This design comes from an exercise in tuning for small area and a short achievable clock period on the open sky130 flow, not from production work.
At most, simulation tests tie the RTL to the original design; equivalence was not proved.
No driver is modelled on the clock port, so clock power and skew are understated where the tree is cut down; a real chip needs a root buffer or a tree.
No activity file was given, so power comes from the tool's default toggle rates.

Design cpu, start of the top module:
module cpu(out, in, clk, reset);
input  [7:0] in;
input        clk, reset;
output [7:0] out;
reg [7:0]   out;
reg [7:0]   reg_a, reg_b, reg_c, mem_d;
reg [7:0]   alu_p, alu_g;               
reg         alu_c;                      
reg [127:0] mem;                        
reg [3:0]   a_lo, a_hi;                 
reg         c_alu;                      
reg         a_in, b_in, o_in;           
reg         o_c;                        
reg         ld_a, ld_c;                 
reg         a_c, b_c;                   
reg         o_z;                        
reg         mem_wr;                     
reg         st2, st3;                   
wire busy = a_in | b_in | o_in | ld_a | ld_c;    
wire [3:0] ih = in[7:4];
wire [15:0] dec = 16'd1 << ih;
wire [10:0] x_nd = ~{dec[0] | dec[1] | dec[2] | dec[3] | dec[4] | dec[5],
                     dec[6], dec[7], dec[8], dec[9] | dec[11], dec[10],
  ...
Size: roughly 600 cells after synthesis, roughly 18 I/O pins, ~8600 sq um of cells after synthesis.
clock: 4.0 ns
lec_check: 0
cap_margin: 20
core_margin: 2
core_utilization: 40
setup_slack_margin: 2.4
slew_margin: 20
synth_hierarchical: 1
standard.sh (not shown) runs the stock make flow with config.mk's settings and CLKGATE_MAP_FILE= SYNTH_SCRIPT=/design/flow/synth_recipe.tcl, a recipe that flattens the netlist after the stock synthesis.
==> flow/flow/run.sh <==
#!/bin/bash
# Own layout flow: the standard flow (standard.sh) with two changes:
#  - the port buffers are sky130_fd_sc_hd__buf_4 (buffer_ports' default pick
#    is a delay cell);
#  - the clock tree step is flow/cts.tcl: the clock port drives 4 clkbuf_8,
#    which drive 8 clkbuf_16 placed at the centres of k-means clusters of the
#    registers, instead of TritonCTS's H-tree, followed by the timing repair
#    and a greedy downsizing pass that keeps the worst slack.
# Each step's output goes to a log file of its own in the work folder.
set -euo pipefail
R=$(pwd)/orfs/results/$FLOW_PLATFORM/cpu/base
PB="BUFFER_PORTS_ARGS=-buffer_cell sky130_fd_sc_hd__buf_4"
bash standard.sh "$PB" place > log_1_place.txt 2>&1
RESULTS=$R CTS_NTOP=4 CTS_NLEAF=8 CTS_TOPBUF=sky130_fd_sc_hd__clkbuf_8 \
  CTS_LEAFBUF=sky130_fd_sc_hd__clkbuf_16 SETUP_MARGIN=2.4 \
  openroad -no_init -exit flow/cts.tcl > log_2_cts.txt 2>&1
cp "$R/4_1_cts.odb" "$R/4_cts.odb"
touch "$R/4_cts.sdc"
bash standard.sh "$PB" finish > log_3_finish.txt 2>&1
==> flow/flow/cts.tcl <==
# Clock tree step of the own flow, in place of ORFS's cts.tcl: the same
# steps, but a shallow two-level clock tree (see mytree.tcl) instead of
# TritonCTS's H-tree, and a greedy downsizing pass (see downsize.tcl) after
# the timing repair.
set P $::env(FLOW_HOME)/platforms/sky130hd
set R $::env(RESULTS)
read_liberty $P/lib/sky130_fd_sc_hd__tt_025C_1v80.lib
read_db $R/3_place.odb
read_sdc $R/3_place.sdc
source $P/setRC.tcl
set_dont_use {sky130_fd_sc_hd__probe_p_8 sky130_fd_sc_hd__probec_p_8 sky130_fd_sc_hd__lpflow_*}

source [file dirname [info script]]/mytree.tcl
build_clock_tree $::env(CTS_NTOP) $::env(CTS_NLEAF) $::env(CTS_TOPBUF) $::env(CTS_LEAFBUF)

set_placement_padding -global -left 0 -right 0
detailed_placement
set_propagated_clock [all_clocks]
estimate_parasitics -placement
report_clock_latency -clock core_clock

repair_timing -setup_margin $::env(SETUP_MARGIN) -verbose
detailed_placement
estimate_parasitics -placement

# area recovery: smaller drive strengths wherever the worst slack allows
source [file dirname [info script]]/downsize.tcl
set ws0 [sta::worst_slack_cmd max]
downsize_cells [expr {$ws0 - 0.002e-9}] 0.1e-9
detailed_placement
check_placement -verbose
estimate_parasitics -placement
report_checks -path_delay max -format end -group_path_count 10
report_worst_slack -max
report_worst_slack -min

write_db $R/4_1_cts.odb
write_sdc -no_timestamp $R/4_cts.sdc
Other scripts of this flow, unchanged in this note and not shown: flow/flow/downsize.tcl, flow/flow/mytree.tcl
Next try:
--- a/flow/flow/run.sh
+++ b/flow/flow/run.sh
@@ -4,4 +4,4 @@
 #    is a delay cell);
-#  - the clock tree step is flow/cts.tcl: the clock port drives 4 clkbuf_8,
-#    which drive 8 clkbuf_16 placed at the centres of k-means clusters of the
+#  - the clock tree step is flow/cts.tcl: the clock port drives 4 inv_12,
+#    which drive 8 inv_16 placed at the centres of k-means clusters of the
 #    registers, instead of TritonCTS's H-tree, followed by the timing repair
@@ -13,4 +13,4 @@
 bash standard.sh "$PB" place > log_1_place.txt 2>&1
-RESULTS=$R CTS_NTOP=4 CTS_NLEAF=8 CTS_TOPBUF=sky130_fd_sc_hd__clkbuf_8 \
-  CTS_LEAFBUF=sky130_fd_sc_hd__clkbuf_16 SETUP_MARGIN=2.4 \
+RESULTS=$R CTS_NTOP=4 CTS_NLEAF=8 CTS_TOPBUF=sky130_fd_sc_hd__inv_12 \
+  CTS_LEAFBUF=sky130_fd_sc_hd__inv_16 SETUP_MARGIN=2.55 \
   openroad -no_init -exit flow/cts.tcl > log_2_cts.txt 2>&1
--- a/flow/config.mk
+++ b/flow/config.mk
@@ -10,3 +10,3 @@
 export CORE_UTILIZATION = 40
-export SETUP_SLACK_MARGIN = 2.4
+export SETUP_SLACK_MARGIN = 2.55
 export SLEW_MARGIN = 20
What happened: Cell count grows by 5.3%. Setup slack gets worse by 0.022 ns. Combinational power rises by about 40%. Final area rose by 9.6%. Die area is unchanged.
Function was not checked in any run of this note: the RTL went through the layout flow alone. In every run of this note, the design's own scripts or RTL, not TritonCTS, make the clock network.

* * *

The RTL this note starts from:
==> flow/design.v <==
module cpu(out, in, clk, reset);
input  [7:0] in;
input        clk, reset;
output [7:0] out;
reg [7:0]   out;
reg [7:0]   reg_a, reg_b, reg_c, mem_d;
reg [7:0]   alu_p, alu_g;               
reg         alu_c;                      
reg [127:0] mem;                        
reg [3:0]   a_lo, a_hi;                 
reg         c_alu;                      
reg         a_in, b_in, o_in;           
reg         o_c;                        
reg         ld_a, ld_c;                 
reg         a_c, b_c;                   
reg         o_z;                        
reg         mem_wr;                     
reg         st2, st3;                   
wire nx_s0 = ~reset & ~(a_in | b_in | o_in | ld_a | ld_c);
wire [15:0] nop = {15'd0, nx_s0} << in[7:4];
always @(posedge clk) begin
	c_alu  <= nop[0] | nop[1] | nop[2] | nop[3] | nop[4] | nop[5];
	a_in   <= nop[6];
	b_in   <= nop[7];
	o_in   <= nop[8];
	o_c    <= nop[9] | nop[11];
	ld_a   <= nop[10];
	ld_c   <= nop[12];
	a_c    <= nop[13];
	b_c    <= nop[14];
	o_z    <= nop[15];
	mem_wr <= nop[8] | nop[9] | nop[15];
	st2    <= ~reset & ld_a;
	st3    <= ~reset & ld_c;
	a_lo   <= nx_s0 ? (4'b0001 << in[1:0]) : 4'b0001;
	a_hi   <= nx_s0 ? (4'b0001 << in[3:2]) : 4'b0001;
end
wire [2:0] f = in[6:4];
wire inv_a = f[2] & f[0];
wire use_b = ~f[1] & ~(f[2] & f[0]);
wire inv_b = f[0] & ~f[2];
wire [7:0] a_sel = a_c ? reg_c : reg_a;
wire [7:0] b_sel = b_c ? reg_c : reg_b;
wire [7:0] alu_x = a_sel ^ {8{inv_a}};
wire [7:0] alu_y = (b_sel & {8{use_b}}) ^ {8{inv_b}};
always @(posedge clk) begin
	alu_p <= alu_x ^ alu_y;
	alu_g <= alu_x & alu_y;
	alu_c <= f[2] | (f[1] ^ f[0]);
end
wire [7:0] g1n, p1n, g2, p2, g3n;
wire [7:0] alu_out;
assign g1n[0] = 1'b0;                   
alu_aoi21 l1g1 (.y(g1n[1]), .a1(alu_p[0]), .a2(alu_c), .b1(alu_g[0]));
genvar gk;
generate
	for (gk = 2; gk < 8; gk = gk + 1) begin : l1
		alu_aoi21 g (.y(g1n[gk]), .a1(alu_p[gk-1]), .a2(alu_g[gk-2]), .b1(alu_g[gk-1]));
		alu_nand2 p (.y(p1n[gk]), .a(alu_p[gk-1]), .b(alu_p[gk-2]));
	end
endgenerate
assign p1n[1:0] = 2'b11;                
wire alu_c_n;
alu_inv   l1c  (.y(alu_c_n), .a(alu_c));
alu_inv   l2g1 (.y(g2[1]), .a(g1n[1]));
alu_oai21 l2g2 (.y(g2[2]), .a1(p1n[2]), .a2(alu_c_n), .b1(g1n[2]));
alu_oai21 l2g3 (.y(g2[3]), .a1(p1n[3]), .a2(g1n[1]), .b1(g1n[3]));
generate
	for (gk = 4; gk < 8; gk = gk + 1) begin : l2
		alu_oai21 g (.y(g2[gk]), .a1(p1n[gk]), .a2(g1n[gk-2]), .b1(g1n[gk]));
		alu_nor2  p (.y(p2[gk]), .a(p1n[gk]), .b(p1n[gk-2]));
	end
endgenerate
assign g2[0] = alu_c;
assign p2[3:0] = 4'd0;                  
generate
	for (gk = 4; gk < 8; gk = gk + 1) begin : l3
		alu_aoi21 g (.y(g3n[gk]), .a1(p2[gk]), .a2(g2[gk-4]), .b1(g2[gk]));
	end
endgenerate
assign g3n[3:0] = 4'd0;                 
alu_xor2  s0 (.y(alu_out[0]), .a(alu_p[0]), .b(alu_c));
alu_xnor2 s1 (.y(alu_out[1]), .a(alu_p[1]), .b(g1n[1]));
alu_xor2  s2 (.y(alu_out[2]), .a(alu_p[2]), .b(g2[2]));
alu_xor2  s3 (.y(alu_out[3]), .a(alu_p[3]), .b(g2[3]));
generate
	for (gk = 4; gk < 8; gk = gk + 1) begin : sh
		alu_xnor2 s (.y(alu_out[gk]), .a(alu_p[gk]), .b(g3n[gk]));
	end
endgenerate
wire [7:0] mem_wd = (in & {8{o_in}}) | (reg_c & {8{o_c}});
reg [15:0] wsel, rsel;
integer i;
always @(*) begin
	for (i = 0; i < 16; i = i + 1) begin
		rsel[i] = a_hi[i / 4] & a_lo[i % 4];
		wsel[i] = mem_wr & rsel[i];
	end
end
wire [7:0] rd;
genvar gb, gp;
generate
	for (gb = 0; gb < 8; gb = gb + 1) begin : rdb
		wire [7:0] u;
		wire [1:0] v;
		for (gp = 0; gp < 8; gp = gp + 1) begin : rdp
			rd_aoi22 t (.y(u[gp]), .a1(rsel[2*gp]), .a2(mem[16*gp + gb]),
			            .b1(rsel[2*gp+1]), .b2(mem[16*gp + 8 + gb]));
		end
		rd_nand4 n0 (.y(v[0]), .a(u[0]), .b(u[1]), .c(u[2]), .d(u[3]));
		rd_nand4 n1 (.y(v[1]), .a(u[4]), .b(u[5]), .c(u[6]), .d(u[7]));
		rd_or2   o  (.y(rd[gb]), .a(v[0]), .b(v[1]));
	end
endgenerate
always @(posedge clk) begin
	for (i = 0; i < 16; i = i + 1)
		if (wsel[i])
			mem[8*i +: 8] <= mem_wd;
	if (!mem_wr)
		mem_d <= rd;
end
wire o_d = ld_a | ld_c | st3;
wire a_h = ~(a_in | a_c);
wire b_h = ~(b_in | b_c);
wire c_h = ~(c_alu | st2);
wire o_h = ~(o_in | o_c | o_d | o_z);
always @(posedge clk) begin
	if (reset) begin
		reg_a <= 8'd0;
		reg_b <= 8'd0;
		reg_c <= 8'd0;
		out   <= 8'd0;
	end else begin
		reg_a <= (in & {8{a_in}}) | (reg_c & {8{a_c}}) | (reg_a & {8{a_h}});
		reg_b <= (in & {8{b_in}}) | (reg_c & {8{b_c}}) | (reg_b & {8{b_h}});
		reg_c <= (alu_out & {8{c_alu}}) | (mem_d & {8{st2}}) | (reg_c & {8{c_h}});
		out   <= (in & {8{o_in}}) | (reg_c & {8{o_c}}) | (mem_d & {8{o_d}}) | (out & {8{o_h}});
	end
end
endmodule
module rd_aoi22(y, a1, a2, b1, b2);
input  a1, a2, b1, b2;
output y;
assign y = ~((a1 & a2) | (b1 & b2));
endmodule
module rd_nand4(y, a, b, c, d);
input  a, b, c, d;
output y;
assign y = ~(a & b & c & d);
endmodule
module rd_or2(y, a, b);
input  a, b;
output y;
assign y = a | b;
endmodule
module alu_aoi21(y, a1, a2, b1);
input  a1, a2, b1;
output y;
assign y = ~((a1 & a2) | b1);
endmodule
module alu_oai21(y, a1, a2, b1);
input  a1, a2, b1;
output y;
assign y = ~((a1 | a2) & b1);
endmodule
module alu_nand2(y, a, b);
input  a, b;
output y;
assign y = ~(a & b);
endmodule
module alu_nor2(y, a, b);
input  a, b;
output y;
assign y = ~(a | b);
endmodule
module alu_inv(y, a);
input  a;
output y;
assign y = ~a;
endmodule
module alu_xor2(y, a, b);
input  a, b;
output y;
assign y = a ^ b;
endmodule
module alu_xnor2(y, a, b);
input  a, b;
output y;
assign y = ~(a ^ b);
endmodule
Settings: LEC_CHECK=0, CAP_MARGIN=20, CORE_MARGIN=2, CORE_UTILIZATION=40, PLACE_DENSITY=0.75, SETUP_SLACK_MARGIN=2.4, SLEW_MARGIN=20, SYNTH_HIERARCHICAL=1; clock period 4.0 ns.
==> flow/flow/run.sh <==
#!/bin/bash
# Own layout flow: the standard flow (standard.sh) with two changes:
#  - the port buffers are sky130_fd_sc_hd__buf_4 (buffer_ports' default pick
#    is a delay cell);
#  - the clock tree step is flow/cts.tcl: the clock port drives 4 clkbuf_8,
#    which drive 8 clkbuf_16 placed at the centres of k-means clusters of the
#    registers, instead of TritonCTS's H-tree, followed by the timing repair
#    and a greedy downsizing pass that keeps the worst slack.
# Each step's output goes to a log file of its own in the work folder.
set -euo pipefail
R=$(pwd)/orfs/results/$FLOW_PLATFORM/cpu/base
PB="BUFFER_PORTS_ARGS=-buffer_cell sky130_fd_sc_hd__buf_4"
bash standard.sh "$PB" place > log_1_place.txt 2>&1
RESULTS=$R CTS_NTOP=4 CTS_NLEAF=8 CTS_TOPBUF=sky130_fd_sc_hd__clkbuf_8 \
  CTS_LEAFBUF=sky130_fd_sc_hd__clkbuf_16 SETUP_MARGIN=2.4 \
  openroad -no_init -exit flow/cts.tcl > log_2_cts.txt 2>&1
cp "$R/4_1_cts.odb" "$R/4_cts.odb"
touch "$R/4_cts.sdc"
bash standard.sh "$PB" finish > log_3_finish.txt 2>&1
Scripts as last shown in full above: flow/flow/cts.tcl
Other scripts of this flow, unchanged in this note and not shown: flow/flow/downsize.tcl, flow/flow/mytree.tcl
Then changed:
--- a/flow/flow/run.sh
+++ b/flow/flow/run.sh
@@ -14,3 +14,3 @@
 RESULTS=$R CTS_NTOP=4 CTS_NLEAF=8 CTS_TOPBUF=sky130_fd_sc_hd__clkbuf_8 \
-  CTS_LEAFBUF=sky130_fd_sc_hd__clkbuf_16 SETUP_MARGIN=2.4 \
+  CTS_LEAFBUF=sky130_fd_sc_hd__clkbuf_16 SETUP_MARGIN=2.45 \
   openroad -no_init -exit flow/cts.tcl > log_2_cts.txt 2>&1
PLACE_DENSITY = unset   (was 0.75)
SETUP_SLACK_MARGIN = 2.45   (was 2.4)
What happened: Die area stays the same. Worst hold slack got worse by 0.013 ns. Via count came out lower by 0.95%. Wire length came out higher by 5.6%. First-iteration DRC count came out lower by 22%. Flip-flop and latch count stays the same.
Then changed:
--- a/flow/flow/run.sh
+++ b/flow/flow/run.sh
@@ -14,3 +14,3 @@
 RESULTS=$R CTS_NTOP=4 CTS_NLEAF=8 CTS_TOPBUF=sky130_fd_sc_hd__clkbuf_8 \
-  CTS_LEAFBUF=sky130_fd_sc_hd__clkbuf_16 SETUP_MARGIN=2.45 \
+  CTS_LEAFBUF=sky130_fd_sc_hd__clkbuf_16 SETUP_MARGIN=2.4 \
   openroad -no_init -exit flow/cts.tcl > log_2_cts.txt 2>&1
CORE_UTILIZATION = 35   (was 40)
SETUP_SLACK_MARGIN = 2.4   (was 2.45)
Routed wire length increases by 1.2%.
Sequential power barely changes.
Final cell count increases by 5.6%.
Cell area is about the same.
Synthesized area is unchanged.
Global-route usage decreases by 2.2 points.
Utilization decreases by 5.7 points.
Then changed:
--- a/flow/flow/run.sh
+++ b/flow/flow/run.sh
@@ -14,3 +14,3 @@
 RESULTS=$R CTS_NTOP=4 CTS_NLEAF=8 CTS_TOPBUF=sky130_fd_sc_hd__clkbuf_8 \
-  CTS_LEAFBUF=sky130_fd_sc_hd__clkbuf_16 SETUP_MARGIN=2.4 \
+  CTS_LEAFBUF=sky130_fd_sc_hd__clkbuf_16 SETUP_MARGIN=2.5 \
   openroad -no_init -exit flow/cts.tcl > log_2_cts.txt 2>&1
CORE_UTILIZATION = 40   (was 35)
After rerunning: The changed run completed without violations; setup slack is better by 0.015 ns; synthesized area does not change; flip-flop and latch count stays the same; utilization rises by 5.3 points; cell area falls by 1.0%; critical path depth increases by 3; die area drops by 12%; hold slack gets worse by 0.017 ns; wire length goes down by 5.3%; register-to-register slack hardly moves; synthesized cell count does not change.
In every run of this note, the design's own scripts or RTL, not TritonCTS, make the clock network.

==> static timing again, ports no longer ideal <==
The results above use ideal ports. As a check the final layouts listed here were re-extracted and re-timed, cells and wires unchanged. Step 1 (the two cells are an assumption about what drives the block):
set clk [get_ports {clk}]
set_driving_cell -lib_cell sky130_fd_sc_hd__clkbuf_16 $clk
set_driving_cell -lib_cell sky130_fd_sc_hd__buf_2 [delete_from_list [all_inputs] $clk]
Step 2 adds t to the input delays and takes it off the output delays; t is the mean of the earliest and latest rising clock arrival at the registers after step 1. Input paths then give back, and output paths get back, about the clock's delay inside the block. a / b / c = ideal ports / drivers / drivers and shift; a / b = the first two.
run | t, ns | slack for setup (ns) | worst setup path after step 2 | latest minus earliest clock arrival (ns) | pins driven straight from the clock port
the first run of note 1 | 0.370 | 2.386 / 2.329 / 2.068 | input to register | 0.023 / 0.023 | 4
the second run of note 1 | 0.289 | 2.365 / 2.368 / 2.271 | input to register | 0.024 / 0.025 | 4
the first run of note 2 | 0.378 | 2.403 / 2.325 / 2.151 | input to register | 0.035 / 0.034 | 4
the second run of note 2 | 0.376 | 2.403 / 2.322 / 2.139 | input to register | 0.021 / 0.021 | 4
the third run of note 2 | 0.377 | 2.395 / 2.318 / 2.115 | input to register | 0.025 / 0.025 | 4
the fourth run of note 2 | 0.379 | 2.410 / 2.336 / 2.150 | input to register | 0.021 / 0.021 | 4
After both steps every run listed still meets setup and hold. The setup slack of the first run of note 1, which loses most, moves by -0.057 ns with the drivers and by -0.318 ns with both steps.
